This design comes from an exercise in tuning for small area, a short achievable clock period and few clock cycles on the open sky130 flow, not from production work.
RTL that was checked went through simulation tests only; none was proved equivalent to the original.
For runs 2 and 3, only the layout was checked, not whether the RTL still works.
Power and IR drop assume default switching activity.

===== config.mk =====
export PLATFORM = sky130hd
export DESIGN_NAME = SME
export DESIGN_NICKNAME = SME
export VERILOG_FILES = /design/flow/design.v
export SDC_FILE = /design/flow/constraint.sdc
export NUM_CORES = 4
export LEC_CHECK = 0
export CAP_MARGIN = 20
export CORE_MARGIN = 2
export CORE_UTILIZATION = 40
export SLEW_MARGIN = 20

===== constraint.sdc =====
create_clock -name core_clock -period 8.0 [get_ports {clk}]
set_input_delay 1.6000 -clock core_clock [delete_from_list [all_inputs] [get_ports {clk}]]
set_output_delay 1.6000 -clock core_clock [all_outputs]
set_load 0.01 [all_outputs]

===== design.v =====
module PE_Result_Comparator(clk, reset, pe_result, i_valid, output_result, o_valid);
input clk;
input reset;
input [4  * (5 + 1) - 1 : 0] pe_result;
input i_valid;
output reg [5 - 1 : 0] output_result;
output reg o_valid;
reg [ 4 * (5 + 1) - 1 : 0] compare_buf;
reg [ 2 : 0] left_compare;
localparam NUM_STATE = 4;
reg [NUM_STATE - 2 : 0] current_st;
reg [NUM_STATE - 2 : 0] next_st;
  localparam IDLE = 3'b000;
  localparam LOAD_IN = 3'b001;
  localparam COMPARE = 3'b010;
  localparam DONE = 3'b100;
reg load_done;
reg compare_done;
integer i;
always@(*)
begin
  if(reset)
  begin
    next_st = IDLE;
  end
  else
  begin
    case(current_st)
    IDLE:begin if(i_valid) next_st = LOAD_IN; else next_st = IDLE; end
    LOAD_IN:begin if(load_done) next_st = COMPARE; else next_st = LOAD_IN; end
    COMPARE:begin if(compare_done) next_st = DONE; else next_st = COMPARE; end
    DONE:begin if(!i_valid) next_st = IDLE; else next_st = DONE; end
    default: next_st = IDLE;
    endcase
  end
end
always@(posedge clk)
begin
  if(reset)  current_st <= IDLE;
  else current_st <= next_st;
end
always@(posedge clk)
begin
  if(reset)
  begin
    output_result <= 0;
    o_valid <= 0;
    compare_buf <= 0;
    left_compare <= 4;
    load_done <= 0;
    compare_done <= 0;
  end
  else
  begin
    if(current_st == LOAD_IN)
    begin
      compare_buf <= pe_result;
      load_done <= 1;
    end
    else if(current_st == COMPARE)
    begin
      load_done <= 0;
      if(left_compare != 1)
      begin
        left_compare <= left_compare >> 1;
        for(i = 0; i < 4; i = i + 1)
        begin
            if((left_compare - 1 - i) >= 0)
            begin
            compare_buf[i * (5 + 1) +: (5 + 1)] <= 
            (compare_buf[i * (5 + 1) +: (5 + 1)] <= compare_buf[(left_compare - 1 - i) * (5 + 1) +: (5 + 1)])?
            compare_buf[i * (5 + 1) +: (5 + 1)] : compare_buf[(left_compare - 1 - i) * (5 + 1) +: (5 + 1)];
            end
            else begin compare_buf[i * (5 + 1) +: (5 + 1)] <= 0; end
        end
      end
      else
      begin
        compare_done <= 1;
        output_result <= compare_buf[0 +: 5];
      end
    end
    else if(current_st == DONE)
    begin
      left_compare <= 4;
      compare_done <= 0;
      o_valid <= 1;
    end
    else
    begin
      o_valid <= 0;
      output_result <= 0;
    end
  end
end
endmodule
module KMP_Control(clk, reset, input_valid, str_last_idx, pat_last_idx, i_match_valid ,i_match, i_match_idx, pe_valid, start_idx, process_2idx, o_match, o_valid, o_match_idx);
input clk;
input reset;
input input_valid;
input [5 - 1: 0] str_last_idx;
input [3 - 1: 0] pat_last_idx;  
input [4 - 1 : 0] i_match_valid;
input [4 - 1 : 0] i_match;
input [4  * 5 - 1 : 0] i_match_idx;
output reg pe_valid;
output reg [5 * 4 - 1 : 0] start_idx;
output reg [5 * 4 - 1 : 0] process_2idx;
output o_match;
output reg o_valid;
output reg [5 - 1 : 0] o_match_idx;
reg compare_valid;
reg pe_done_distri;
reg o_done;
reg o_sent;  
integer i, j;
wire [5 - 1: 0] num_part;
assign num_part = (str_last_idx + 1) >> 2;
wire [5 - 1: 0] remaining;
assign remaining = (str_last_idx + 1) - (num_part * 4);
assign o_match = (i_match == 0)?  0 : 1;
wire [4  * (5 + 1) - 1 : 0] match_idx_extension;
genvar g_i;
generate
  for(g_i = 0; g_i < 4; g_i = g_i + 1)
  begin
    assign match_idx_extension[(5 + 1) * g_i +: (5 + 1)] = { !i_match[g_i], i_match_idx[g_i * 5 +: 5] };
  end
endgenerate
wire [5 - 1 : 0] compare_result;
wire compare_done;
PE_Result_Comparator comp1(
  .clk(clk),
  .reset(reset),
  .pe_result(match_idx_extension),
  .i_valid(compare_valid),
  .output_result(compare_result),
  .o_valid(compare_done));
always@(posedge clk)
begin
  if(reset)
  begin
    pe_valid <= 0;
    start_idx <= 0;
    process_2idx <= 0;
    o_valid <= 0;
    o_match_idx <= 0;
    pe_done_distri <= 0;
    o_done <= 0;
    o_sent <= 0;
    compare_valid <= 0;
  end
  else
  begin
    if(input_valid)
    begin
      if(pe_done_distri)begin pe_valid <= 1; pe_done_distri <= 0; end else ;
      if(remaining > pat_last_idx)
      begin
        pe_done_distri <= 1;
        start_idx[0 * 5 +: 5] <= 0;
        for(i = 1; i < 4; i = i + 1)
        begin
          start_idx[i * 5 +: 5] <= i * num_part + remaining - pat_last_idx;
        end
        for(j = 0; j < 4; j = j + 1)
        begin
          process_2idx[j * 5 +: 5] <= (j+1) * num_part + remaining - 1;
        end
      end
      else
      begin
        pe_done_distri <= 1;
        for(i = 0; i < 4; i = i + 1)
        begin
          start_idx[i * 5 +: 5] <= i * num_part;
        end
        for(j = 0; j < 4 - 1; j = j + 1)
        begin
          process_2idx[j * 5 +: 5] <= ((j+1) * num_part + pat_last_idx - 1 > str_last_idx) ? str_last_idx : (j+1) * num_part + pat_last_idx - 1;
        end
        process_2idx[(4 - 1) * 5 +: 5] <= 4 * num_part + remaining - 1;
      end
    end
    else
    begin
      pe_valid <= 0;
      start_idx <= 0;
      process_2idx <= 0;
      pe_done_distri <= 0;
    end
    if(i_match_valid == {4{1'b1}} && input_valid)
    begin
      if(!o_match)
      begin
        if(!o_sent) o_done <= 1;
        o_match_idx <= 0;
      end
      else
      begin 
        compare_valid <= 1;
        if(compare_done && !o_sent)
        begin
          o_done <= 1;
          o_match_idx <= compare_result;
        end
      end
      if(o_done)begin o_valid <= 1; o_done <= 0; o_sent <= 1; end else o_valid <= 0;
    end
    else
    begin
      o_done <= 0;
      o_sent <= 0;
      o_valid <= 0;
      o_match_idx <= 0;
      compare_valid <= 0;
    end
  end
end
endmodule
module DP_FailFunc(clk, reset, i_valid, pattern, last_pat_idx, o_fail_func, o_valid);
  input clk;
  input reset;
  input i_valid;
  input [8 * 8 - 1 : 0] pattern;
  input [3 - 1: 0] last_pat_idx;
  output reg [3 * 8 - 1 : 0] o_fail_func;
  output reg o_valid;
  reg [3 - 1 : 0] process_idx;
  reg [3 - 1 : 0] last_ff_map;
  reg done_flag;
  localparam NUM_STATE = 2;
  reg [NUM_STATE - 1:0] current_st;
  reg [NUM_STATE - 1:0] next_st;
    localparam IDLE_ST = 2'b00;
    localparam CALCU_ST = 2'b01;
    localparam DONE_ST = 2'b10;
  integer i;
  always@(posedge clk)
  begin
    if(reset) current_st <= IDLE_ST;
    else current_st <= next_st;
  end
  always@(*)
  begin
    if(reset) next_st = IDLE_ST;
    else
    begin
      case(current_st)
        IDLE_ST : if(i_valid) next_st = CALCU_ST; else next_st = IDLE_ST;
        CALCU_ST : if(done_flag) next_st = DONE_ST; else next_st = CALCU_ST;
        DONE_ST : if(!i_valid) next_st = IDLE_ST; else next_st = DONE_ST;
        default : next_st = IDLE_ST;
      endcase
    end
  end
  always@(posedge clk)
  begin
    if(reset || (!i_valid) )
    begin
      o_valid <= 0;
    end
    else if(done_flag)
    begin
      o_valid <= 1;
    end
    else ; 
  end
  always@(posedge clk)
  begin
    if(reset)
    begin
      process_idx <= 0;
      done_flag <= 0;
      last_ff_map <= 0;
      for(i = 0; i < (3 * 8); i = i + 1)
      begin
        o_fail_func[i] <= 0;
      end
    end
    else if(current_st == CALCU_ST)
    begin
      if(!done_flag)
      begin
        if(process_idx == 0)
        begin
          o_fail_func[2:0] <= 0;
          last_ff_map <= 0;
          if(process_idx == last_pat_idx) done_flag <= 1; else process_idx <= process_idx + 1;
        end
        else if(pattern[last_ff_map * 8 +: 8] == pattern[process_idx * 8 +: 8])
        begin
          o_fail_func[process_idx * 3 +: 3] <= last_ff_map + 1;
          if(process_idx == last_pat_idx)begin process_idx <= 0; last_ff_map <= 0; done_flag <= 1; end
          else begin last_ff_map <= last_ff_map + 1; process_idx <= process_idx + 1; end
        end
        else if(last_ff_map != 0)
        begin
          last_ff_map <= o_fail_func[(last_ff_map - 1) * 3 +: 3];
        end
        else
        begin
          o_fail_func[process_idx * 3 +: 3] <= 0;
          if(process_idx == last_pat_idx)begin process_idx <= 0; last_ff_map <= 0; done_flag <= 1; end
          else process_idx <= process_idx + 1;
        end
      end
    end
    else
    begin
      process_idx <= 0;
      done_flag <= 0;
      last_ff_map <= 0;
    end
  end
endmodule
module KMP_pe(clk, reset, str_input, pat_input, input_valid, start_idx, process_2idx, pat_last_idx, ff_result, output_valid, match, match_idx);
  input clk;
  input reset;
  input [32 * 8 - 1 : 0] str_input;
  input [8 * 8 - 1 : 0] pat_input;
  input input_valid;
  input [5 - 1 : 0] start_idx;
  input [5 - 1 : 0] process_2idx;
  input [3 - 1 : 0] pat_last_idx;
  input [3 * 8 - 1 : 0] ff_result;
  output reg output_valid;
  output reg match;
  output reg [5 - 1 : 0] match_idx;
  localparam NUM_STATE = 4;
  reg [NUM_STATE - 2 : 0] current_st;
  reg [NUM_STATE - 2 : 0] next_st;
    localparam IDLE_ST = 3'b000;
    localparam INIT_PRO_IDX = 3'b001;
    localparam COM_ST = 3'b010;
    localparam DONE_ST = 3'b100;
  reg done;
  reg [5 - 1 : 0] str_pro_idx;
  reg [3 - 1 : 0] pat_pro_idx;
  always@(posedge clk)
  begin
    if(reset) current_st <= IDLE_ST;
    else current_st <= next_st;
  end
  always@(*)
  begin
    if(reset)  next_st = IDLE_ST;
    else
    begin
      case(current_st)
        IDLE_ST: if(input_valid) next_st = INIT_PRO_IDX; else next_st = IDLE_ST;
        INIT_PRO_IDX: next_st = COM_ST;
        COM_ST: if(done) next_st = DONE_ST; else next_st = COM_ST;
        DONE_ST: if(!input_valid) next_st = IDLE_ST; else next_st = DONE_ST;
        default : next_st = IDLE_ST;
      endcase
    end
  end
  always@(posedge clk)
  begin
    if(reset)
    begin
      output_valid <= 0;
      match <= 0;
      match_idx <= 0;
      str_pro_idx <= 0;
      pat_pro_idx <= 0;
    end
    else if(current_st == INIT_PRO_IDX)
    begin
      str_pro_idx <= start_idx;
      pat_pro_idx <= 0;
    end
    else if(current_st == COM_ST)
    begin
      if(str_input[str_pro_idx * 8 +: 8] == pat_input[pat_pro_idx * 8 +: 8])
      begin
        if(pat_pro_idx == pat_last_idx)
        begin
          done <= 1;
          match <= 1;
          match_idx <= str_pro_idx - pat_last_idx;
        end
        else if(str_pro_idx == process_2idx)
        begin
          done <= 1;
          match <= 0;
          match_idx <= 0;
        end
        else
        begin
          str_pro_idx <= str_pro_idx + 1;
          pat_pro_idx <= pat_pro_idx + 1;
        end
      end
      else
      begin
        if(str_pro_idx == process_2idx)
        begin
          done <= 1;
          match <= 0;
          match_idx <= 0;
        end
        else
        begin
          if(pat_pro_idx == 0) begin pat_pro_idx <= 0; str_pro_idx <= str_pro_idx + 1; end
          else pat_pro_idx <= ff_result[(pat_pro_idx - 1) * 3 +: 3];
        end
      end
    end
    else if(current_st == DONE_ST && input_valid)
    begin
      output_valid <= 1;
    end
    else
    begin
      done <= 0;
      output_valid <= 0;
      match <= 0;
      match_idx <= 0;
    end
  end
endmodule
module shared_memory(clk, reset, w_data, write, w_sel, str_reg, pat_reg, str_last_idx, pat_last_idx, ff_result, valid);
  input clk;
  input reset;
  input [8 - 1:0] w_data;
  input write;
  input w_sel;
  output reg [32 * 8 - 1 : 0] str_reg;
  output reg [8 * 8 - 1 : 0] pat_reg;
  output reg [5 - 1: 0] str_last_idx;
  output reg [3 - 1: 0] pat_last_idx;
  output [3 * 8 - 1 : 0] ff_result;
  output reg valid;
  integer i, j;
  parameter sel_str_reg = 0;
  parameter sel_pat_reg = 1;
  reg [5 - 1 : 0] s_index;
  reg [3 - 1 : 0] p_index;
  reg [1:0] active;
    localparam NON_READ = 0;
    localparam READING = 1;
    localparam FF_CAL = 2;
    localparam DONE = 3;
  reg read_done;
  wire ff_valid;
  DP_FailFunc dp1(.clk(clk), 
                  .reset(reset), 
                  .i_valid(read_done), 
                  .pattern(pat_reg), 
                  .last_pat_idx(pat_last_idx), 
                  .o_fail_func(ff_result), 
                  .o_valid(ff_valid));
  always@(posedge clk)
  begin
      if(reset)
      begin
        s_index <= 0;
        p_index <= 0;
        str_last_idx <= 0;
        pat_last_idx <= 0;
        active <= NON_READ;
        valid <= 0;
        read_done <= 0;
        for(i = 0; i < (32 * 8); i = i + 1)
        begin
          str_reg[i] <= 0;
        end
        for(j = 0; j < (8 * 8); j = j + 1)
        begin
          pat_reg[j] <= 0;
        end
      end
      else if(write)
      begin
        active <= READING;
        read_done <= 0;
        valid <= 0;
        case(w_sel)
          sel_str_reg : begin str_reg[s_index * 8 +: 8] <= w_data; s_index <= s_index + 1; str_last_idx <= s_index; p_index <= p_index; pat_last_idx <= pat_last_idx; end
          sel_pat_reg : begin pat_reg[p_index * 8 +: 8] <= w_data; p_index <= p_index + 1; pat_last_idx <= p_index; s_index <= s_index; str_last_idx <= str_last_idx; end
          default : ;
        endcase
      end
      else
      begin
        if(active == READING) begin active <= FF_CAL; read_done <= 1; end
        else if(active == FF_CAL)begin if(ff_valid) begin active <= DONE;  end end
        else if(active == DONE) begin active <= NON_READ; valid <= 1; end
        else begin active <= NON_READ; end
        s_index <= 0;
        p_index <= 0;
      end
end
endmodule
module SME(
  input clk,
  input reset,
  input [8 - 1 : 0] chardata,
  input isstring,
  input ispattern,
  output valid,
  output match,
  output [5 - 1 : 0] match_index
  );
  wire write;
  assign write = (ispattern || isstring)? 1:0;
  wire w_sel;
  assign w_sel = (ispattern)? 1:0;
  wire [32 * 8 - 1 : 0]str;
  wire [8 * 8 - 1 : 0] pat;
  wire [5 - 1: 0] str_last_index;
  wire [3 - 1: 0] pat_last_index;
  wire input_valid;
  wire [3 * 8 - 1 : 0] ff_result;
  wire pe_i_valid;
  wire [4 - 1 : 0] pe_o_valid;
  wire [4 - 1 : 0] pe_match;
  wire [4 * 5 - 1 : 0] pe_m_idx;
  wire [4 * 5  - 1 : 0] pe_start_idx;
  wire [4 * 5  - 1 : 0] pe_pro_2idx;
  KMP_Control control(.clk(clk),
                      .reset(reset),
                      .input_valid(input_valid),
                      .str_last_idx(str_last_index),
                      .pat_last_idx(pat_last_index),
                      .i_match_valid(pe_o_valid),
                      .i_match(pe_match),
                      .i_match_idx(pe_m_idx),
                      .pe_valid(pe_i_valid),
                      .start_idx(pe_start_idx),
                      .process_2idx(pe_pro_2idx),
                      .o_match(match),
                      .o_valid(valid),
                      .o_match_idx(match_index));
  shared_memory s1(.clk(clk), 
                   .reset(reset), 
                   .w_data(chardata), 
                   .write(write), 
                   .w_sel(w_sel), 
                   .str_reg(str), 
                   .pat_reg(pat), 
                   .str_last_idx(str_last_index), 
                   .pat_last_idx(pat_last_index), 
                   .ff_result(ff_result), 
                   .valid(input_valid));
  genvar i;
  generate
      for(i = 0; i < 4; i = i + 1)
      begin
      KMP_pe pe(.clk(clk),
                .reset(reset),
                .str_input(str), 
                .pat_input(pat),
                .input_valid(pe_i_valid),
                .start_idx( pe_start_idx[i * 5 +: 5] ),
                .process_2idx( pe_pro_2idx[i * 5 +: 5] ),
                .pat_last_idx(pat_last_index),
                .ff_result(ff_result),
                .output_valid( pe_o_valid[i] ),
                .match( pe_match[i] ),
                .match_idx(pe_m_idx[i * 5 +: 5]));
      end
  endgenerate
endmodule

===== run.sh =====
#!/bin/bash
# synth_recipe.tcl (not shown) runs the flow's synth.tcl, then flattens the netlist and writes it again
# the make line also repeats each setting of config.mk as NAME=value (left out here)
make -C /OpenROAD-flow-scripts/flow DESIGN_CONFIG=/design/flow/config.mk WORK_HOME=/design/flow/orfs CLKGATE_MAP_FILE= SYNTH_SCRIPT=/design/flow/synth_recipe.tcl finish

==> results.cfg, run 1 <==
[setup_path]
cpMaxStageDelayCell = a311oi_1
end_kind = flip-flop
path_delay_family = compound AO/OA/AOI/OAI gates
r2r_start = control.comp1.left_compare[1]$_SDFFE_PP0P_
cpPeakStageDelay_ns = 0.81
required_ns = 8.53
critPathMaxFanout = 12
crit_arrival_ns = 7.54
cp-start-kind = flip-flop
crit_start = control.comp1.left_compare[1]$_SDFFE_PP0P_
path_buf_inv = 4
critPathKind = flip-flop to flip-flop

[route]
ant_nets = 0
wl_per_cell_microns = 27.5
vias_per_cell = 6.62
num_vias = 38500
finalWirelength_microns = 160000
first_pass_iters = 8
drt-initial-drc-count = 5130
drc = 0

[sta]
slew_viol_final = 0
setup_slack_ns = 0.986
rsz0062_at_grt = false
tns_ns = 0
worstMarginPinSlew_ns = 1.22
max_freq_ghz = 0.143
fin_crit_ns = 7.01
hold_viol = 0
finalSetupViolations = 0
fin_crit_sh_pct = 87.7
maxSlewHeadroom_pct = 18.3
finalClockSkew_ns = 0.0450

[die]
pin_count = 19
die_y_microns = 329
initial_core_util_pct = 40.2
dieArea_sq_um = 108000
core_sq_um = 105000
fp.dieW_microns = 329
num_rows = 119

[yosys]
yosysWarningCount = 5
synth_edf_count = 4
syn-num-nets = 4782
ys_seq_elements = 533
syn_avg_cell_area_sq_um = 9.21
synthCells = 4581
synthDistinctLibCells = 92
ys.flop_type = dfxtp_1
synth-async-reset-ratio_pct = 0
seq_area_frac_synth_pct = 25.4
syn_area_sq_um = 42200

[global_route]
grt_pass1_wl_microns = 236000
grt_start_max_net_pins = 192
antenna_found_initial = 1
grt_pass1_vias = 35400
grt-ovfl-total = 0
gr-usage-all-layers_pct = 28.7

[clocking]
root_buffer = clkbuf_16
post_cts_buffers = 0
cts_buffer_depth = 3
clock_latency_ns = 0.68
cts_num_sinks = 533
cts_buffers = 61
clk_pin_slew_ns = 0.06
postCtsHoldBufs = 0
cts_tree = yes
htreeDepth = 2
cts_resized = 0

[final_layout]
drive_above_1_share_pct = 14.4
fin_cells = 5816
nFillCells = 10300
final_util_pct = 43.2
nets = 4575
syn_to_final_growth_pct = 7.56
largest_reg_flops = 256
antenna_cells = 0

[worst_hold_path]
hp-class = flip-flop to flip-flop
timing.hold.worst.start = control.pe_done_distri$_SDFF_PP0_

[job]
drv_cap = 0

[pwr]
p_leak_nw = 15.5
power_density_nw_per_um2 = 137
finalPower_w = 0.00622
ir_drop_uv = 181

[status]
status = finished clean

[place]
place_hpwl_microns = 110000
io_buffer_count = 18
place_inst = 5701
place.gp.congestion = 0.970
dp_slack_ns = 1.13
## final timing paths
path | endpoint | slack [ns] | cells past startpoint
min | control.pe_valid$_SDFFE_PP0P_ | 0.45 | 2
max | control.comp1.compare_buf[15]$_SDFFE_PP0P_ | 0.99 | 26
min reg2reg | control.pe_valid$_SDFFE_PP0P_ | 0.45 | 2
max reg2reg | control.comp1.compare_buf[15]$_SDFFE_PP0P_ | 0.99 | 26
## through the flow
stage | instance area, sq um | hold WS [ns]
3_3_place_gp | 43200 | 0.431
3_5_place_dp | 43200 | 0.438
2_1_floorplan | 42200 | 0.410
5_1_grt | 45400 | 0.456
6_report | 45400 | 0.450
4_1_cts | 45300 | 0.452
## metal layers
layer / global-route usage, % / part of all wire (%)
met1: 38.4 / 40
met2: 44.0 / 44
met3: 6.46 / 11
met4: 13.5 / 5.2
met5: 0 / 0
## cell usage after synthesis, types with 39 or more instances
cell	count	area [sq um]
a22oi_1	335	2510
xor2_1	66	578
a221oi_1	41	359
clkbuf_1	254	953
a32oi_1	46	403
dfxtp_1	529	10600
o21ai_0	117	586
nand3_1	85	425
xnor2_1	109	955
a21oi_1	226	1130
ha_1	162	2030
and2_1	48	300
nand2_1	291	1090
nor3_1	77	385
a211oi_1	58	435
buf_2	45	225
mux2_2	50	563
a21o_1	44	330
mux2i_1	321	3210
and3_1	39	244
mux4_2	326	7340
nor2_1	596	2240
nor2b_1	47	294
inv_1	114	428
nand2b_1	50	313
## report_power, final
group | leakage, nW | internal, W | switching [W] | total [W]
Sequential | 4.31 | 0.00266 | 0.0000170 | 0.00268
Combinational | 10.2 | 0.000151 | 0.000334 | 0.000485
Clock | 1.03 | 0.00176 | 0.00129 | 0.00305
Total | 15.5 | 0.00457 | 0.00164 | 0.00622
## placed cells by master (no fill, tap or decap), types with 48 or more instances in the layout
cell type  instances
inv_1            114
clkbuf_16         61
xor2_1            66
o21ai_0          115
and2_1            48
nor2_1           593
xnor2_1          109
mux2_2            50
nand2_1          291
nand2b_1          50
mux4_2           326
a22oi_1          335
buf_4             75
dfxtp_1          513
a21oi_1          226
a211oi_1          58
mux2i_1          321
ha_1             161
nor3_1            70
nand3_1           85
## kinds of logic (layout without fill, tap and decap cells)
| kind of cell | Yosys count | count (layout) | share of synthesized area [%] |
|---|---|---|---|
| DFF | 533 | 533 | 25.4 |
| muxes | 704 | 704 | 26.6 |
| and+or+nand+nor | 1363 | 1363 | 14.8 |
| xor gates and xnor gates | 176 | 176 | 3.67 |
| adders and majority gates | 189 | 189 | 6.09 |
| AOI/OAI and AO/OA | 1122 | 1122 | 18.6 |
| buffers and inverters | 494 | 338 | 4.90 |
## worst min-delay path, delay by kind of cell, from the launching register on
| family | cells | cell delay (ns) |
|---|---|---|
| simple gates | 2 | 0.10 |
| flops | 1 | 0.32 |
## final cells by class
cell class	count	area (sq um)	share of cell area (%)
inverter	128	480	1.06
clock buffer	70	1630	3.59
timing repair buffer	96	791	1.74
sequential	533	10700	23.7
tap	1391	1740	3.84
clock inverter	44	508	1.12
multi-input combinational	3554	29500	65.0
Testbench counts, summed over its fixed seeds: cycles 21,352.
==> run 2, diff against run 1 <==
==> design.v (replaced) <==
module SME(
  input clk,
  input reset,
  input [7:0] chardata,
  input isstring,
  input ispattern,
  output valid,
  output match,
  output [4:0] match_index
  );
  reg [7:0]   b_r;       
  reg         s_r, p_r;  
  reg         s_prev, p_prev;
  reg [255:0] ring;      
  reg [4:0]   z;         
  reg [4:0]   hi;        
  reg [4:0]   lo;        
  reg [31:0]  m;
  reg         valid_r, match_r;
  reg [4:0]   idx_r;
  wire s_first = s_r & ~s_prev;
  wire [4:0] z_n = s_first ? 5'd0 : z + 5'd1;
  wire wrap = (lo > hi);
  wire [31:0] m_n;
  wire [31:0] cand_a, cand_b;
  genvar q;
  generate
    for (q = 0; q < 32; q = q + 1) begin : g_slot
      wire eq = (ring[8*q +: 8] == b_r);
      assign m_n[q] = eq & (~p_prev | m[q]);
      wire le_hi = (q <= hi);
      wire ge_lo = (q >= lo);
      assign cand_a[q] = m_n[q] & le_hi & (ge_lo | wrap);
      assign cand_b[q] = m_n[q] & ~le_hi & ge_lo & wrap;
    end
  endgenerate
  reg [4:0] top_a, top_b;
  integer i;
  always @(*) begin
    top_a = 5'd0;
    top_b = 5'd0;
    for (i = 0; i < 32; i = i + 1) begin
      if (cand_a[i]) top_a = i;
      if (cand_b[i]) top_b = i;
    end
  end
  wire any_a = |cand_a;
  wire any = any_a | (|cand_b);
  wire [4:0] top = any_a ? top_a : top_b;
  always @(posedge clk) begin
    b_r <= chardata;
    if (reset) begin
      s_r <= 1'b0;
      p_r <= 1'b0;
      s_prev <= 1'b0;
      p_prev <= 1'b0;
      valid_r <= 1'b0;
    end else begin
      s_r <= isstring;
      p_r <= ispattern;
      s_prev <= s_r;
      p_prev <= p_r;
      valid_r <= p_r & ~ispattern;
    end
    ring <= {ring[247:0], s_r ? b_r : ring[255:248]};
    z <= z_n;
    if (!p_r) hi <= z_n;
    if (s_first) lo <= 5'd0;
    else if (!s_r) lo <= lo + 5'd1;
    m <= m_n;
    match_r <= any;
    idx_r <= any ? hi - top : 5'd0;
  end
  assign valid = valid_r;
  assign match = match_r;
  assign match_index = idx_r;
endmodule
--- a/config.mk
+++ b/config.mk
@@ -10,2 +10,3 @@
 export CORE_UTILIZATION = 40
+export SETUP_SLACK_MARGIN = 5
 export SLEW_MARGIN = 20
==> run 2 against run 1 <==
Core utilization rose by 6.0 points; area after synthesis fell by 69%; worst hold slack got worse by 0.090 ns; critical endpoint is now idx_r[4]$_SDFF_PN0_; highest routed layer is now met5.
==> results.cfg, run 2 <==
[final_layout]
antenna_cells = 0
final_util_pct = 49.2
final_common_cell = dfxtp_1
nets = 1366
syn_to_final_growth_pct = 21.7
final_cell_mix = dfxtp_1 (307), xnor2_1 (160), xor2_1 (102)
largest_reg_flops = 256
drive_above_1_share_pct = 19.2

[yosys]
syn-num-nets = 1284
synth_top_area_share_pct = 48.5
ys_seq_elements = 322
synth-compound-area-share_pct = 12.0
synthAdderAreaFrac_pct = 1.39
synthTopCellsByArea = dfxtp_1 (48%), xnor2_1 (11%), xor2_1 (6.8%), nor2_1 (2.1%), o21ai_0 (1.8%)
synth_top_family_by_area = XOR/XNOR gates
netlist_top_cells_count = dfxtp_1 (317), xnor2_1 (161), xor2_1 (102), nor2_1 (74), o21ai_0 (48)
synth_top_area_cell = dfxtp_1
yosys-mux-area-fraction_pct = 0.774
yosysWarningCount = 1
synth-async-reset-ratio_pct = 0
synthCells = 1258
synthDistinctLibCells = 86
syn_avg_cell_area_sq_um = 10.4
synth_edf_count = 5
syn_area_sq_um = 13100
seq_area_frac_synth_pct = 49.6
ys.flop_type = dfxtp_1
yosysMostFrequentCell = dfxtp_1
synth_xor_area_share_pct = 18.0
synthSimpleGateAreaFrac_pct = 13.3

[die]
dieArea_sq_um = 34200
die_y_microns = 185
fp.dieW_microns = 185
num_rows = 66
core_sq_um = 32400
pin_count = 19
initial_core_util_pct = 40.5

[clocking]
cts_tree = yes
clock_latency_ns = 0.57
clk_pin_slew_ns = 0.06
cts_buffers = 31
root_buffer = clkbuf_16
htreeDepth = 1
cts_num_sinks = 322
cts_buffer_depth = 3

[setup_path]
end_kind = flip-flop
path_delay_family = compound AO/OA/AOI/OAI gates
cpMaxStageDelayCell = or4b_1
r2r_slack_ns = 3.56
crit_start = hi[4]$_DFFE_PN_
cp-start-kind = flip-flop
path_buf_inv = 4
reg2regPathDepth = 22
worstReg2RegEnd = idx_r[4]$_SDFF_PN0_
crit_arrival_ns = 4.92
r2r_start = hi[4]$_DFFE_PN_
crit_chain = buf_12 > inv_12 > ha_4 > and3_4 > o21ai_4 > buf_6 > a32o_4 > a21oi_2 > nor3_2 > a31oi_1 > o211ai_1 > a2111o_1 > o211ai_1 > mux2_4 > ha_4 > inv_4 > fa_2 > a21o_1 > a21oi_2 > xnor2_1 > or4b_1 > o21ai_1
cp-endpoint = idx_r[4]$_SDFF_PN0_
critPathKind = flip-flop to flip-flop
required_ns = 8.48
cpPeakStageDelay_ns = 0.46
path_depth = 22
critPathMaxFanout = 4

[sta]
fin_crit_sh_pct = 55.6
maxSlewHeadroom_pct = 40.8
fin_crit_ns = 4.44
finalClockSkew_ns = 0.0238
max_freq_ghz = 0.225
hold_viol = 0
rsz0062_at_grt = true
worstMarginPinSlew_ns = 0.887
finalSetupViolations = 0
slew_viol_final = 0
tns_ns = 0

[place]
io_buffer_count = 18
place.gp.congestion = 0.961
place_hpwl_microns = 26100

[status]
status = finished clean

[global_route]
grt_start_max_net_pins = 33
gr-usage-all-layers_pct = 22.7
grt_pass1_vias = 9723
grt_pass1_wl_microns = 58500
antenna_found_initial = 0
grt-ovfl-total = 0

[job]
drv_cap = 0

[route]
vias_per_cell = 5.35
drc = 0
finalWirelength_microns = 38700
ant_nets = 0
first_pass_iters = 6
wl_per_cell_microns = 21.4
num_vias = 9666
drt-initial-drc-count = 841

[pwr]
ir_drop_uv = 187
power_density_nw_per_um2 = 307
p_leak_nw = 6.23

[worst_hold_path]
hp-class = flip-flop to flip-flop
[run 2: changes by cell type in the layout (fill, tap and decap cells not counted), sizes merged, moves of 186 or more]
cell and change:
mux4 -326, nand2 -247, a21oi -186, dfxtp -212, mux2i -321, a22oi -334
nor2 -520
[run 2: per-layer routing]
metal | track usage, % | routed length [microns] | up-vias
met4 | 7.81 | 1490 | 2
met2 | 36.0 | 17200 | 324
met3 | 4.50 | 2400 | 78
met5 | 1.48 | 65 | -
met1 | 30.5 | 17500 | 4668
li1 | - | - | 4594
[run 2: cells by family (layout without fill, tap and decap cells)]
logic type,count (synthesis),after routing
flip-flops,322,322
buffers and inverters,94,200
adder cells (fa/ha/maj),14,14
AND/OR/NAND/NOR,328,328
AO/OA/AOI/OAI,225,226
multiplexers,9,9
XOR/XNOR,266,266
[run 2: layout make-up]
type	instances	area [sq um]
Inverter	29	143
Sequential cell	322	6530
Clock inverter	10	85.1
Tap cell	442	553
Clock buffer	48	1000
Timing Repair Buffer	113	1130
Multi-Input combinational cell	843	6490
Fill cell	3007	16400
[run 2: power by group]
part / switching, W / internal, W / leakage, nW
clock: 0.000615 / 0.000892 / 0.543
combinational: 0.000908 / 0.000667 / 3.01
sequential: 0.0000852 / 0.00172 / 2.67
total: 0.00161 / 0.00328 / 6.23
[run 2: stage by stage]
step           power (W)  area, sq um  hold WS, ns  cells  worst slack (ns)
6_report         0.00489        15900        0.359   1807              3.56
5_1_grt          0.00506        15900        0.365   1807              3.39
4_1_cts          0.00482        15800        0.360   1801              3.64
3_5_place_dp     0.00280        13600        0.353   1671              2.50
3_3_place_gp     0.00279        13600        0.351   1671              2.64
2_1_floorplan    0.00259        13300        0.349   1258              3.78
[run 2: worst min-delay path by stage]
stage	startpoint	to	slack [ns]	cells after the start
3_3_place_gp	ring[137]$_DFF_P_	ring[145]$_DFF_P_	0.35	0
4_1_cts	ring[110]$_DFF_P_	ring[118]$_DFF_P_	0.36	0
5_1_grt	ring[89]$_DFF_P_	ring[97]$_DFF_P_	0.37	0
3_5_place_dp	ring[170]$_DFF_P_	ring[178]$_DFF_P_	0.35	0
2_1_floorplan	ring[92]$_DFF_P_	ring[100]$_DFF_P_	0.35	0
6_report	ring[111]$_DFF_P_	ring[119]$_DFF_P_	0.36	0
[run 2: timing repair]
action                                  CTS  global route
endpoints found under the setup margin   10             9
cloned                                    5             0
resized for setup                       127            17
pin swaps                                36            20
hold buffers                              0             0
setup buffers                            67             6
==> run 3, diff against run 2 <==
--- a/config.mk
+++ b/config.mk
@@ -7,2 +7,3 @@
 export LEC_CHECK = 0
+export ABC_CLOCK_PERIOD_IN_PS = 2000
 export CAP_MARGIN = 20
==> run 3 against run 2 <==
Worst setup slack unchanged; combinational power about the same; sequential power about the same; synthesized cell count unchanged; via count unchanged; register-to-register slack about the same; clock skew unchanged; largest power group unchanged; highest routed layer unchanged.
==> results.cfg, run 3 <==
[status]
status = finished clean

[route]
drt-initial-drc-count = 841
ant_nets = 0
num_vias = 9666
wl_per_cell_microns = 21.4
finalWirelength_microns = 38700
first_pass_iters = 6
vias_per_cell = 5.35
drc = 0

[pwr]
switching_power_w = 0.00161
p_sw_share_pct = 32.9
p_leak_nw = 6.23
combPwrFrac_pct = 32.2
power_density_nw_per_um2 = 307
ir_drop_uv = 187
power_frac_seq_pct = 36.9
p_clk_share_pct = 30.8
p_int_w = 0.00328

[clocking]
clk_pin_slew_ns = 0.06
clock_latency_ns = 0.57
htreeDepth = 1
cts_buffers = 31
cts_buffer_depth = 3
postCtsHoldBufs = 0
cts_tree = yes
root_buffer = clkbuf_16
cts_num_sinks = 322

[final_layout]
drive_above_1_share_pct = 19.2
final_cell_mix = dfxtp_1 (307), xnor2_1 (160), xor2_1 (102)
stdcell_area_sq_um = 15900
nets = 1366
antenna_cells = 0
seqCellArea_sq_um = 6530
fin_cells = 1807
syn_to_final_growth_pct = 21.7
largest_reg_flops = 256
multi_input_area_sq_um = 6490
final_common_cell = dfxtp_1
nFillCells = 3007

[place]
place_inst = 1671
place.gp.congestion = 0.961
dpl_cell_area_sq_um = 13600
dp_slack_ns = 2.50
io_buffer_count = 18
place_hpwl_microns = 26100

[setup_path]
required_ns = 8.48
critPathMaxFanout = 4
crit_arrival_ns = 4.92
cp-start-kind = flip-flop
critPathKind = flip-flop to flip-flop
end_kind = flip-flop

[worst_hold_path]
hp-class = flip-flop to flip-flop

[global_route]
gr-usage-all-layers_pct = 22.7
grt-ovfl-total = 0
grt_pass1_wl_microns = 58500
grt_start_max_net_pins = 33
antenna_found_initial = 0
grt_pass1_vias = 9723

[die]
fp.dieW_microns = 185
pin_count = 19
dieArea_sq_um = 34200
num_rows = 66
initial_core_util_pct = 40.5
core_sq_um = 32400
die_y_microns = 185

[yosys]
syn-num-nets = 1284
synth-async-reset-ratio_pct = 0
synth_top_area_share_pct = 48.5
netlist_top_cells_count = dfxtp_1 (317), xnor2_1 (161), xor2_1 (102), nor2_1 (74), o21ai_0 (48)
synthDistinctLibCells = 86
syn_avg_cell_area_sq_um = 10.4
seq_area_frac_synth_pct = 49.6
ys_seq_elements = 322
ys.flop_type = dfxtp_1
syn_area_sq_um = 13100
synth_top_area_cell = dfxtp_1
synthTopCellsByArea = dfxtp_1 (48%), xnor2_1 (11%), xor2_1 (6.8%), nor2_1 (2.1%), o21ai_0 (1.8%)
synth_edf_count = 5
yosysMostFrequentCell = dfxtp_1
yosysWarningCount = 1
synthCells = 1258

[job]
drv_cap = 0

[sta]
tns_ns = 0
finalSetupViolations = 0
max_freq_ghz = 0.225
worstMarginPinSlew_ns = 0.887
slew_viol_final = 0
hold_viol = 0
setup_slack_ns = 3.56
finalClockSkew_ns = 0.0238
fin_crit_ns = 4.44
rsz0062_at_grt = true
fin_crit_sh_pct = 55.6
maxSlewHeadroom_pct = 40.8
==> run 3: cell counts after synthesis <==
No cell type changed its count.
==> run 3: critical path, cell delays in order (launching register included) <==
cell      delay (ns)
edfxtp_1        0.40
buf_12          0.14
inv_12          0.03
ha_4            0.26
and3_4          0.23
o21ai_4         0.09
buf_6           0.13
a32o_4          0.30
a21oi_2         0.15
nor3_2          0.06
a31oi_1         0.17
o211ai_1        0.11
a2111o_1        0.43
o211ai_1        0.17
mux2_4          0.18
ha_4            0.13
inv_4           0.03
fa_2            0.35
a21o_1          0.20
a21oi_2         0.13
xnor2_1         0.10
or4b_1          0.46
o21ai_1         0.08
==> run 3: cells by family (layout without fill, tap and decap cells) <==
group	Yosys count	in the layout	synth area share [%]
compound gates	225	226	12.0
fa+ha+maj	14	14	1.39
flops	322	322	49.6
simple gates	328	328	13.3
xor+xnor	266	266	18.0
mux	9	9	0.774
buf+inv	94	200	4.96
==> run 3: final timing paths <==
path	from	endpoint	slack (ns)	cells after the start
setup / recovery	hi[4]$_DFFE_PN_	idx_r[4]$_SDFF_PN0_	3.56	22
hold / removal	ring[111]$_DFF_P_	ring[119]$_DFF_P_	0.36	0
setup reg to reg	hi[4]$_DFFE_PN_	idx_r[4]$_SDFF_PN0_	3.56	22
hold reg to reg	ring[111]$_DFF_P_	ring[119]$_DFF_P_	0.36	0
==> run 3: final cells by class <==
cell class	count	area share, %
clock buffer	48	6.29
clock inverter	10	0.534
inverter	29	0.895
multi-input combinational	843	40.7
sequential	322	41.0
tap	442	3.47
timing repair buffer	113	7.11
==> run 3: stage by stage <==
stage / hold WS, ns / power, W / util (%)
floorplan: 0.349 / 0.00259 / -
global placement: 0.351 / 0.00279 / 41.9
detailed placement: 0.353 / 0.00280 / 41.9
CTS: 0.360 / 0.00482 / 48.9
global route: 0.365 / 0.00506 / 49.2
finish: 0.359 / 0.00489 / 49.2
==> run 3: what timing repair did <==
| item | CTS | global route |
|---|---|---|
| pin swaps | 36 | 20 |
| endpoints found under the setup margin | 10 | 9 |
| cloned | 5 | 0 |
| buffers inserted | 67 | 6 |
| resized for setup | 127 | 17 |
==> run 3: power groups by stage <==
| stage | sequential (W) | clock [W] | combinational, W |
|---|---|---|---|
| 2_1_floorplan | 0.00181 | 0 | 0.000771 |
| 3_3_place_gp | 0.00189 | 0 | 0.000906 |
| 3_5_place_dp | 0.00189 | 0 | 0.000905 |
| 4_1_cts | 0.00180 | 0.00153 | 0.00148 |
| 5_1_grt | 0.00182 | 0.00160 | 0.00165 |
| 6_report | 0.00181 | 0.00151 | 0.00157 |
==> run 3: per-layer routing <==
| layer | global-route usage, % | up-vias | wire, microns |
|---|---|---|---|
| met2 | 36.0 | 324 | 17200 |
| met1 | 30.5 | 4668 | 17500 |
| met5 | 1.48 | - | 65 |
| met3 | 4.50 | 78 | 2400 |
| met4 | 7.81 | 2 | 1490 |
| li1 | - | 4594 | - |
==> run 4, diff against run 3 <==
==> design.v (replaced) <==
module SME(
  input clk,
  input reset,
  input [7:0] chardata,
  input isstring,
  input ispattern,
  output valid,
  output match,
  output [4:0] match_index
  );
  reg [7:0]   b_r;       
  reg         s_r, p_r;  
  reg         s_prev, p_prev;
  reg [255:0] str;       
  reg [4:0]   lm1;       
  reg [4:0]   base;      
  reg [31:0]  m;
  reg         valid_r, match_r;
  reg [4:0]   idx_r;
  wire [31:0] in_str;
  wire [31:0] m_n;
  genvar q;
  generate
    for (q = 0; q < 32; q = q + 1) begin : g_slot
      assign in_str[q] = (q <= lm1);
      wire eq = (str[8*q +: 8] == b_r);
      if (q == 31)
        assign m_n[q] = eq & (~p_prev & in_str[q]);
      else
        assign m_n[q] = eq & (p_prev ? m[q+1] : in_str[q]);
    end
  endgenerate
  reg [4:0] top;
  integer i;
  always @(*) begin
    top = 5'd0;
    for (i = 0; i < 32; i = i + 1)
      if (m_n[i]) top = i;
  end
  wire any = |m_n;
  always @(posedge clk) begin
    b_r <= chardata;
    if (reset) begin
      s_r <= 1'b0;
      p_r <= 1'b0;
      s_prev <= 1'b0;
      p_prev <= 1'b0;
      valid_r <= 1'b0;
    end else begin
      s_r <= isstring;
      p_r <= ispattern;
      s_prev <= s_r;
      p_prev <= p_r;
      valid_r <= p_r & ~ispattern;
    end
    if (s_r) begin
      str <= {str[247:0], b_r};
      lm1 <= s_prev ? lm1 + 5'd1 : 5'd0;
      base <= s_prev ? lm1 + 5'd1 : 5'd0;
    end else if (p_r)
      base <= base - 5'd1;
    else
      base <= lm1;
    m <= m_n;
    match_r <= any;
    idx_r <= any ? base - top : 5'd0;
  end
  assign valid = valid_r;
  assign match = match_r;
  assign match_index = idx_r;
endmodule
--- a/config.mk
+++ b/config.mk
@@ -7,3 +7,2 @@
 export LEC_CHECK = 0
-export ABC_CLOCK_PERIOD_IN_PS = 2000
 export CAP_MARGIN = 20
==> run 4 against run 3 <==
Flip-flop and latch count decreased by 6; clock power about the same; combinational power shrank 82%; power decreased by 25%; maximum frequency grew 23%; cell count shrank 18%.
==> results.cfg, run 4 <==
[route]
num_vias = 7669
first_pass_iters = 5
ant_nets = 0
finalWirelength_microns = 29700
drt-initial-drc-count = 692
wl_per_cell_microns = 20.0
drc = 0
vias_per_cell = 5.16

[final_layout]
final_common_cell = edfxtp_1
largest_reg_flops = 256
syn_to_final_growth_pct = 16.8
final_cell_mix = edfxtp_1 (261), xnor2_1 (216), xor2_1 (45), dfxtp_1 (45), nand4_1 (42)
drive_above_1_share_pct = 17.0
final_util_pct = 47.5
nets = 1034
antenna_cells = 0
fin_cells = 1485

[clocking]
root_buffer = clkbuf_16
cts_buffers = 34
htreeDepth = 2
clock_latency_ns = 0.50
cts_tree = yes
clk_pin_slew_ns = 0.06
postCtsHoldBufs = 0
cts_buffer_depth = 3
cts_num_sinks = 316

[die]
initial_core_util_pct = 40.6
dieArea_sq_um = 35700
die_y_microns = 189
num_rows = 67
pin_count = 19
fp.dieW_microns = 189
core_sq_um = 33600

[sta]
worstMarginPinSlew_ns = 1.02
fin_crit_sh_pct = 45.1
fin_crit_ns = 3.61
finalClockSkew_ns = 0.0109
max_freq_ghz = 0.277
maxSlewHeadroom_pct = 32.0
hold_viol = 0
rsz0062_at_grt = true
tns_ns = 0
slew_viol_final = 0
finalSetupViolations = 0

[yosys]
seq_area_frac_synth_pct = 65.4
yosysWarningCount = 1
ys_seq_elements = 316
syn-num-nets = 972
ys.flop_type = edfxtp_1
syn_avg_cell_area_sq_um = 14.4
netlist_top_cells_count = edfxtp_1 (261), xnor2_1 (217), dfxtp_1 (55), xor2_1 (45), nand4_1 (42)
yosysMostFrequentCell = edfxtp_1
synth_top_area_cell = edfxtp_1
synth_top_area_share_pct = 57.4
synthCells = 950
synth-async-reset-ratio_pct = 0
synth_edf_count = 261
syn_area_sq_um = 13700
synthDistinctLibCells = 63
synthTopCellsByArea = edfxtp_1 (57%), xnor2_1 (14%), dfxtp_1 (8.1%), xor2_1 (2.9%), nand4_1 (1.9%)

[setup_path]
reg2regPathDepth = 18
cp-endpoint = idx_r[4]$_SDFF_PN0_
r2r_start = lm1[0]$_DFFE_PP_
worstReg2RegEnd = idx_r[4]$_SDFF_PN0_
path_delay_family = compound AO/OA/AOI/OAI gates
path_depth = 18
cpMaxStageDelayCell = edfxtp_1
crit_start = lm1[0]$_DFFE_PP_
critPathMaxFanout = 4
cp-start-kind = flip-flop
crit_chain = buf_6 > inv_6 > ha_4 > a21o_1 > a21oi_4 > buf_4 > a2111oi_4 > nor2_2 > o31a_1 > o211ai_1 > a21oi_1 > or3_4 > fa_2 > a21o_1 > a21oi_2 > xnor2_1 > xnor2_1 > nor2_1
cpPeakStageDelay_ns = 0.46
r2r_slack_ns = 4.39
crit_arrival_ns = 4.01
end_kind = flip-flop
required_ns = 8.40
path_buf_inv = 3
critPathKind = flip-flop to flip-flop

[global_route]
grt-ovfl-total = 0
grt_pass1_vias = 7903
grt_start_max_net_pins = 80
grt_pass1_wl_microns = 45900
gr-usage-all-layers_pct = 16.8
antenna_found_initial = 0

[job]
drv_cap = 0

[pwr]
ir_drop_uv = 187
power_density_nw_per_um2 = 230
p_leak_nw = 5.14

[place]
place_inst = 1380
io_buffer_count = 18
place.gp.congestion = 0.852
place_hpwl_microns = 18000

[worst_hold_path]
hp-class = flip-flop to flip-flop

[status]
status = finished clean
-- run 4: cell types whose count changed after synthesis, sizes merged, moves of 22 or more --
cell	previous run	this run
nor2	76	27
nand3	47	19
a21oi	41	18
xnor2	161	218
nor3	42	17
edfxtp	5	261
nand2	44	22
dfxtp	317	55
xor2	105	45
-- run 4: worst min-delay path by stage --
| stage | from | to | slack [ns] | cells past startpoint |
|---|---|---|---|---|
| after floorplan | b_r[1]$_DFF_P_ | str[1]$_DFFE_PP_ | 0.40 | 0 |
| after global placement | str[152]$_DFFE_PP_ | str[160]$_DFFE_PP_ | 0.45 | 0 |
| after detailed placement | str[155]$_DFFE_PP_ | str[163]$_DFFE_PP_ | 0.45 | 0 |
| after CTS | str[142]$_DFFE_PP_ | str[150]$_DFFE_PP_ | 0.47 | 0 |
| after global routing | str[138]$_DFFE_PP_ | str[146]$_DFFE_PP_ | 0.47 | 0 |
| final | str[40]$_DFFE_PP_ | str[48]$_DFFE_PP_ | 0.46 | 0 |
-- run 4: kinds of logic after synthesis --
family                   Yosys count  synth area share (%)
flip-flops                       316                  65.4
multiplexers                       1                0.0733
AND/OR/NAND/NOR                  193                  8.08
AO/OA/AOI/OAI                    101                  4.85
XOR/XNOR                         263                  16.9
adder cells (fa/ha/maj)           10                 0.971
buffers and inverters             66                  3.70
-- run 4: report_power, final --
group	switching (W)	internal, W
clock network	0.000614	0.000871
logic	0.000159	0.000130
registers	0.0000487	0.00185
total	0.000822	0.00285
-- run 4: worst reg2reg max path, delay by kind of cell, from the launching register on --
kind                     cells  cell delay (ns)
flip-flops                   1             0.46
buffers and inverters        3             0.38
XOR/XNOR                     2             0.28
AO/OA/AOI/OAI                8             1.37
AND/OR/NAND/NOR              3             0.52
adder cells (fa/ha/maj)      2             0.51
-- run 4: per-stage QoR --
step                      power (W)  hold slack, ns  cell area [sq um]  setup slack [ns]
after detailed placement    0.00218           0.454              14200              3.76
final                       0.00367           0.464              16000              4.39
after global placement      0.00218           0.450              14200              3.87
after CTS                   0.00370           0.467              15800              4.48
after floorplan             0.00212           0.403              13800              4.69
after global routing        0.00380           0.474              16000              4.19
-- run 4: cell type report --
class                      instances  area (sq um)
clock buffer                      53          1010
clock inverter                     8          36.3
fill                            2914         17700
inverter                          19          80.1
multi-input combinational        568          4580
sequential                       316          8960
tap                              448           561
timing repair buffer              72           724
timing repair inverter             1          7.51
-- run 4: timing repair --
item                       4_1_cts  5_1_grt
gates cloned                     2        0
pin swaps                       14       19
resized for setup               67       24
setup endpoints to repair        7       75
setup buffers                   35        7
hold endpoints to repair         0        0
-- run 4: routing by layer --
layer | global-route usage (%) | vias to the layer above | part of all wire [%]
met4 | 5.35 | 0 | 2.7
met5 | 0 | - | 0
met3 | 2.91 | 57 | 4.1
li1 | - | 3571 | -
met1 | 22.8 | 3884 | 45
met2 | 27.6 | 157 | 48
Testbench counts of run 4, summed over its fixed seeds: cycles 4,687.
==> run 5, diff against run 4 <==
--- a/config.mk
+++ b/config.mk
@@ -7,2 +7,3 @@
 export LEC_CHECK = 0
+export ABC_CLOCK_PERIOD_IN_PS = 2000
 export CAP_MARGIN = 20
==> run 5 against run 4 <==
Combinational power is essentially flat; clock skew did not move; critical path type unchanged; cell count stayed put; sequential power about the same; critical path depth unchanged; clock-buffer cell count is the same; clock power barely moved; first-iteration DRC count stayed put; worst hold slack unchanged.
==> results.cfg, run 5 <==
[status]
status = finished clean

[sta]
maxSlewHeadroom_pct = 32.0
finalClockSkew_ns = 0.0109
rsz0062_at_grt = true
worstMarginPinSlew_ns = 1.02
finalSetupViolations = 0
tns_ns = 0
fin_crit_sh_pct = 45.1
fin_crit_ns = 3.61
max_freq_ghz = 0.277
slew_viol_final = 0
whs_ns = 0.464
hold_viol = 0

[clocking]
postCtsHoldBufs = 0
cts_buffer_depth = 3
cts_tree = yes
clock_latency_ns = 0.50
root_buffer = clkbuf_16
cts_num_sinks = 316
clk_pin_slew_ns = 0.06
htreeDepth = 2
cts_buffers = 34

[yosys]
yosysWarningCount = 1
syn_avg_cell_area_sq_um = 14.4
synth_top_area_cell = edfxtp_1
netlist_top_cells_count = edfxtp_1 (261), xnor2_1 (217), dfxtp_1 (55), xor2_1 (45), nand4_1 (42)
syn-num-nets = 972
seq_area_frac_synth_pct = 65.4
synth-async-reset-ratio_pct = 0
ys_seq_elements = 316
ys.flop_type = edfxtp_1
synthTopCellsByArea = edfxtp_1 (57%), xnor2_1 (14%), dfxtp_1 (8.1%), xor2_1 (2.9%), nand4_1 (1.9%)
synth_top_area_share_pct = 57.4
syn_area_sq_um = 13700
synthDistinctLibCells = 63
synthCells = 950
synth_edf_count = 261
yosysMostFrequentCell = edfxtp_1

[route]
first_pass_iters = 5
finalWirelength_microns = 29700
ant_nets = 0
wl_per_cell_microns = 20.0
drc = 0
vias_per_cell = 5.16
drt-initial-drc-count = 692
wl_met2_microns = 14300
wirelength_met1_microns = 13400
maxUsedRoutingLayer = met4
num_vias = 7669
wl_met3_microns = 1210

[die]
core_sq_um = 33600
num_rows = 67
die_y_microns = 189
pin_count = 19
initial_core_util_pct = 40.6
fp.dieW_microns = 189
dieArea_sq_um = 35700

[global_route]
grt_pass1_vias = 7903
grt_pass1_wl_microns = 45900
antenna_found_initial = 0
grt_start_max_net_pins = 80
gr-usage-all-layers_pct = 16.8
grt-ovfl-total = 0

[final_layout]
drive_above_1_share_pct = 17.0
fin_cells = 1485
antenna_cells = 0
final_common_cell = edfxtp_1
nFillCells = 2914
largest_reg_flops = 256
final_cell_mix = edfxtp_1 (261), xnor2_1 (216), xor2_1 (45), dfxtp_1 (45), nand4_1 (42)
syn_to_final_growth_pct = 16.8
nets = 1034

[setup_path]
r2r_start = lm1[0]$_DFFE_PP_
required_ns = 8.40
path_delay_family = compound AO/OA/AOI/OAI gates
crit_arrival_ns = 4.01
cpMaxStageDelayCell = edfxtp_1
end_kind = flip-flop
path_buf_inv = 3
critPathKind = flip-flop to flip-flop
cp-start-kind = flip-flop
cpPeakStageDelay_ns = 0.46
crit_start = lm1[0]$_DFFE_PP_
critPathMaxFanout = 4
crit_chain = buf_6 > inv_6 > ha_4 > a21o_1 > a21oi_4 > buf_4 > a2111oi_4 > nor2_2 > o31a_1 > o211ai_1 > a21oi_1 > or3_4 > fa_2 > a21o_1 > a21oi_2 > xnor2_1 > xnor2_1 > nor2_1

[worst_hold_path]
timing.hold.worst.start = str[40]$_DFFE_PP_
hp-class = flip-flop to flip-flop

[place]
place_inst = 1380
io_buffer_count = 18
place.gp.congestion = 0.852
place_hpwl_microns = 18000

[job]
drv_cap = 0

[pwr]
ir_drop_uv = 187
finalPower_w = 0.00367
p_leak_nw = 5.14
power_density_nw_per_um2 = 230
## run 5: routing by layer
metal  vias up  GRT usage (%)
li1       3571              -
met1      3884           22.8
met2       157           27.6
met3        57           2.91
met4         0           5.35
met5         -              0
## run 5: path summary, 6_finish.rpt
kind	to	slack [ns]	depth (start not counted)
worst max-delay path	idx_r[4]$_SDFF_PN0_	4.39	18
worst min-delay path	str[48]$_DFFE_PP_	0.46	0
worst max register to register	idx_r[4]$_SDFF_PN0_	4.39	18
worst min register to register	str[48]$_DFFE_PP_	0.46	0
## run 5: per-stage QoR
step | utilization, % | instance area, sq um | worst slack (ns)
3_5_place_dp | 42.1 | 14200 | 3.76
5_1_grt | 47.5 | 16000 | 4.19
2_1_floorplan | - | 13800 | 4.69
4_1_cts | 47.0 | 15800 | 4.48
3_3_place_gp | 42.1 | 14200 | 3.87
6_report | 47.5 | 16000 | 4.39
## run 5: cells by family (layout without fill, tap and decap cells)
group	after synthesis	count (layout)	share of synthesized area (%)
DFF	316	316	65.4
xor gates and xnor gates	263	263	16.9
and+or+nand+nor	193	193	8.08
AOI/OAI and AO/OA	101	101	4.85
buffers and inverters	66	153	3.70
adders and majority gates	10	10	0.971
muxes	1	1	0.0733
## run 5: repair_timing
item | 4_1_cts | 5_1_grt
gates cloned | 2 | 0
resized for setup | 67 | 24
pin swaps | 14 | 19
endpoints found under the setup margin | 7 | 75
buffers inserted | 35 | 7
## run 5: final cells by class
| class | count | area (sq um) | share of cell area [%] |
|---|---|---|---|
| multi-input combinational | 568 | 4580 | 28.7 |
| clock inverter | 8 | 36.3 | 0.227 |
| timing repair buffer | 72 | 724 | 4.54 |
| sequential | 316 | 8960 | 56.1 |
| inverter | 19 | 80.1 | 0.502 |
| clock buffer | 53 | 1010 | 6.35 |
| timing repair inverter | 1 | 7.51 | 0.0470 |
| tap | 448 | 561 | 3.51 |
## run 5: report_power, final
group | total [W] | internal, W | switching (W) | leakage, nW
registers | 0.00189 | 0.00185 | 0.0000487 | 2.90
clock network | 0.00149 | 0.000871 | 0.000614 | 0.518
logic | 0.000289 | 0.000130 | 0.000159 | 1.72
total | 0.00367 | 0.00285 | 0.000822 | 5.14
## run 5: worst reg2reg max path: cells and delay by family (launching register included)
| kind | cells | cell delay [ns] |
|---|---|---|
| compound gates | 8 | 1.37 |
| fa+ha+maj | 2 | 0.51 |
| flops | 1 | 0.46 |
| xor+xnor | 2 | 0.28 |
| simple gates | 3 | 0.52 |
| buf+inv | 3 | 0.38 |
==> run 6, diff against run 5 <==
--- a/config.mk
+++ b/config.mk
@@ -7,3 +7,2 @@
 export LEC_CHECK = 0
-export ABC_CLOCK_PERIOD_IN_PS = 2000
 export CAP_MARGIN = 20
@@ -11,3 +10,2 @@
 export CORE_UTILIZATION = 40
-export SETUP_SLACK_MARGIN = 5
 export SLEW_MARGIN = 20
==> run 6 against run 5 <==
Global-route usage is 0.76 points lower; clock-buffer cell count down 4; cell count down 3.0%; area after synthesis unchanged; sequential share of layout area is 2.8 points higher; non-clock buffer count is 43 lower; clock skew increased by 0.0025 ns; register-to-register slack worse by 0.84 ns; first-iteration DRC count shrank 0.29%; combinational power is 16% lower; highest routed layer unchanged.
==> results.cfg, run 6 <==
[yosys]
syn_avg_cell_area_sq_um = 14.4
synth_top_area_cell = edfxtp_1
netlist_top_cells_count = edfxtp_1 (261), xnor2_1 (217), dfxtp_1 (55), xor2_1 (45), nand4_1 (42)
syn_area_sq_um = 13700
synth-compound-area-share_pct = 4.85
synth-async-reset-ratio_pct = 0
synth_top_family_by_area = XOR/XNOR gates
ys.flop_type = edfxtp_1
synthAdderAreaFrac_pct = 0.971
synth_xor_area_share_pct = 16.9
yosys-mux-area-fraction_pct = 0.0733
synth_edf_count = 261
yosysWarningCount = 1
syn-num-nets = 972
yosysMostFrequentCell = edfxtp_1
seq_area_frac_synth_pct = 65.4
synth_top_area_share_pct = 57.4
synthCells = 950
ys_seq_elements = 316
synthTopCellsByArea = edfxtp_1 (57%), xnor2_1 (14%), dfxtp_1 (8.1%), xor2_1 (2.9%), nand4_1 (1.9%)
synthSimpleGateAreaFrac_pct = 8.08
synthDistinctLibCells = 63

[global_route]
gr-usage-all-layers_pct = 16.1
grt_start_max_net_pins = 85
antenna_found_initial = 0
grt_pass1_wl_microns = 43800
grt_pass1_vias = 7594
grt-ovfl-total = 0

[place]
place.gp.congestion = 0.844
io_buffer_count = 18
dpl_cell_area_sq_um = 14100
dp_slack_ns = 3.63
place_hpwl_microns = 18200

[route]
drc = 0
first_pass_iters = 7
finalWirelength_microns = 28200
num_vias = 7395
wl_per_cell_microns = 19.6
vias_per_cell = 5.13
ant_nets = 0
drt-initial-drc-count = 690

[worst_hold_path]
hp-class = flip-flop to flip-flop

[clocking]
root_buffer = clkbuf_16
cts_num_sinks = 316
cts_tree = yes
htreeDepth = 2
cts_resized = 0
clk_pin_slew_ns = 0.06
clock_latency_ns = 0.50
post_cts_buffers = 0
cts_buffers = 35
cts_buffer_depth = 3
postCtsHoldBufs = 0

[final_layout]
nFillCells = 2988
antenna_cells = 0
nets = 991
final_cell_mix = edfxtp_1 (261), xnor2_1 (217), dfxtp_1 (46)
drive_above_1_share_pct = 7.96
syn_to_final_growth_pct = 11.1
largest_reg_flops = 256
stdcell_area_sq_um = 15200
final_common_cell = edfxtp_1

[job]
drv_cap = 0

[setup_path]
cpPeakStageDelay_ns = 0.93
path_delay_family = compound AO/OA/AOI/OAI gates
end_kind = flip-flop
r2r_slack_ns = 3.55
critPathKind = flip-flop to flip-flop
cpMaxStageDelayCell = dfxtp_1
crit_arrival_ns = 4.83
crit_chain = nor2_1 > a221o_1 > nor3_1 > o21ai_0 > a21oi_1 > o21ai_1 > a31oi_1 > ha_1 > inv_1 > fa_1 > a21o_1 > a21oi_1 > xnor2_1 > xnor2_1 > nor2_1
path_buf_inv = 1
required_ns = 8.39
critPathMaxFanout = 26
cp-start-kind = flip-flop

[pwr]
ir_drop_uv = 188
power_density_nw_per_um2 = 245
p_leak_nw = 4.85

[sta]
whs_ns = 0.458
fin_crit_sh_pct = 55.6
fin_crit_ns = 4.45
rsz0062_at_grt = false
finalSetupViolations = 0
setup_slack_ns = 3.55
tns_ns = 0
maxSlewHeadroom_pct = 29.9
hold_viol = 0
worstMarginPinSlew_ns = 1.05
finalClockSkew_ns = 0.0135
slew_viol_final = 0
max_freq_ghz = 0.225

[die]
pin_count = 19
initial_core_util_pct = 40.6
fp.dieW_microns = 189
core_sq_um = 33600
dieArea_sq_um = 35700
num_rows = 67
die_y_microns = 189

[status]
status = finished clean
==> run 6: cell types whose count changed in the layout (fill, tap and decap cells not counted), moves of 5 or more <==
cell	before	now
buf_4	40	11
buf_12	8	0
nor4_1	10	17
o21ai_0	27	34
a21oi_1	12	18
a21oi_2	5	0
ha_1	4	9
nor3_1	11	16
nor3_2	6	1
nor4_2	7	2
o21ai_1	8	3
==> run 6: final cells by class <==
class | instances | area (sq um) | area share [%]
flip-flops and latches | 316 | 8950 | 59.0
inverters | 19 | 71.3 | 0.470
multi-input cells | 568 | 4220 | 27.8
clock inverters | 12 | 108 | 0.709
repair buffers | 29 | 263 | 1.73
well taps | 448 | 561 | 3.69
clock buffers | 49 | 1010 | 6.66
==> run 6: logic make-up (layout without fill, tap and decap cells) <==
| family | Yosys count | after routing |
|---|---|---|
| flops | 316 | 316 |
| xor+xnor | 263 | 263 |
| simple gates | 193 | 193 |
| compound gates | 101 | 101 |
| buf+inv | 66 | 109 |
| fa+ha+maj | 10 | 10 |
| mux | 1 | 1 |
==> run 6: power breakdown <==
| group | switching (W) | total (W) | internal [W] |
|---|---|---|---|
| Clock | 0.000630 | 0.00157 | 0.000944 |
| Sequential | 0.0000489 | 0.00190 | 0.00185 |
| Combinational | 0.000141 | 0.000244 | 0.000103 |
==> run 6: metal layers <==
| metal | wire (microns) | share of wire [%] | track usage (%) |
|---|---|---|---|
| met1 | 12800 | 45 | 22.1 |
| met2 | 13300 | 47 | 26.2 |
| met3 | 1480 | 5.3 | 2.91 |
| met4 | 605 | 2.1 | 4.21 |
| met5 | 0 | 0 | 0 |
==> run 6: stage by stage <==
step                cells  power (W)  util [%]
floorplan             950    0.00213         -
global placement     1380    0.00217      41.8
detailed placement   1380    0.00218      41.8
CTS                  1441    0.00375      45.2
global route         1441    0.00384      45.2
finish               1441    0.00371      45.2
==> run 6: path summary, 6_finish.rpt <==
kind | cells past startpoint | end | start
max | 15 | idx_r[4]$_SDFF_PN0_ | p_prev$_SDFF_PP0_
min | 0 | str[3]$_DFFE_PP_ | b_r[3]$_DFF_P_
max reg2reg | 15 | idx_r[4]$_SDFF_PN0_ | p_prev$_SDFF_PP0_
min reg2reg | 0 | str[3]$_DFFE_PP_ | b_r[3]$_DFF_P_

port drivers added, routing unchanged:
The flow's constraints put no driver on any port. The routed layouts listed below were extracted and timed again, unchanged, in two steps.
Step 1 sets driving cells, clkbuf_16 on the clock port and buf_2 on the other inputs (assumed; they add their load-dependent delay and slew).
Step 2 moves the port delays by t, midway between the first and last clock arrival at a register: inputs arrive t later, outputs are due t later. That takes back most of the time a late clock gives input paths.
a / b / c = no drivers / after step 1 / after step 2; a / b = the first two.
run	t (ns)	slack for setup (ns)	clock arrival spread, ns	pins driven straight from the clock port
run 1	0.726	0.986 / 0.986 / 0.986	0.046 / 0.046	1
run 2	0.603	3.556 / 3.556 / 3.556	0.024 / 0.023	1
run 3	0.603	3.556 / 3.556 / 3.556	0.024 / 0.023	1
run 4	0.550	4.392 / 4.392 / 4.392	0.012 / 0.011	1
run 5	0.550	4.392 / 4.392 / 4.392	0.012 / 0.011	1
run 6	0.549	3.555 / 3.555 / 3.555	0.017 / 0.016	1
After both steps every run listed still meets setup and hold.
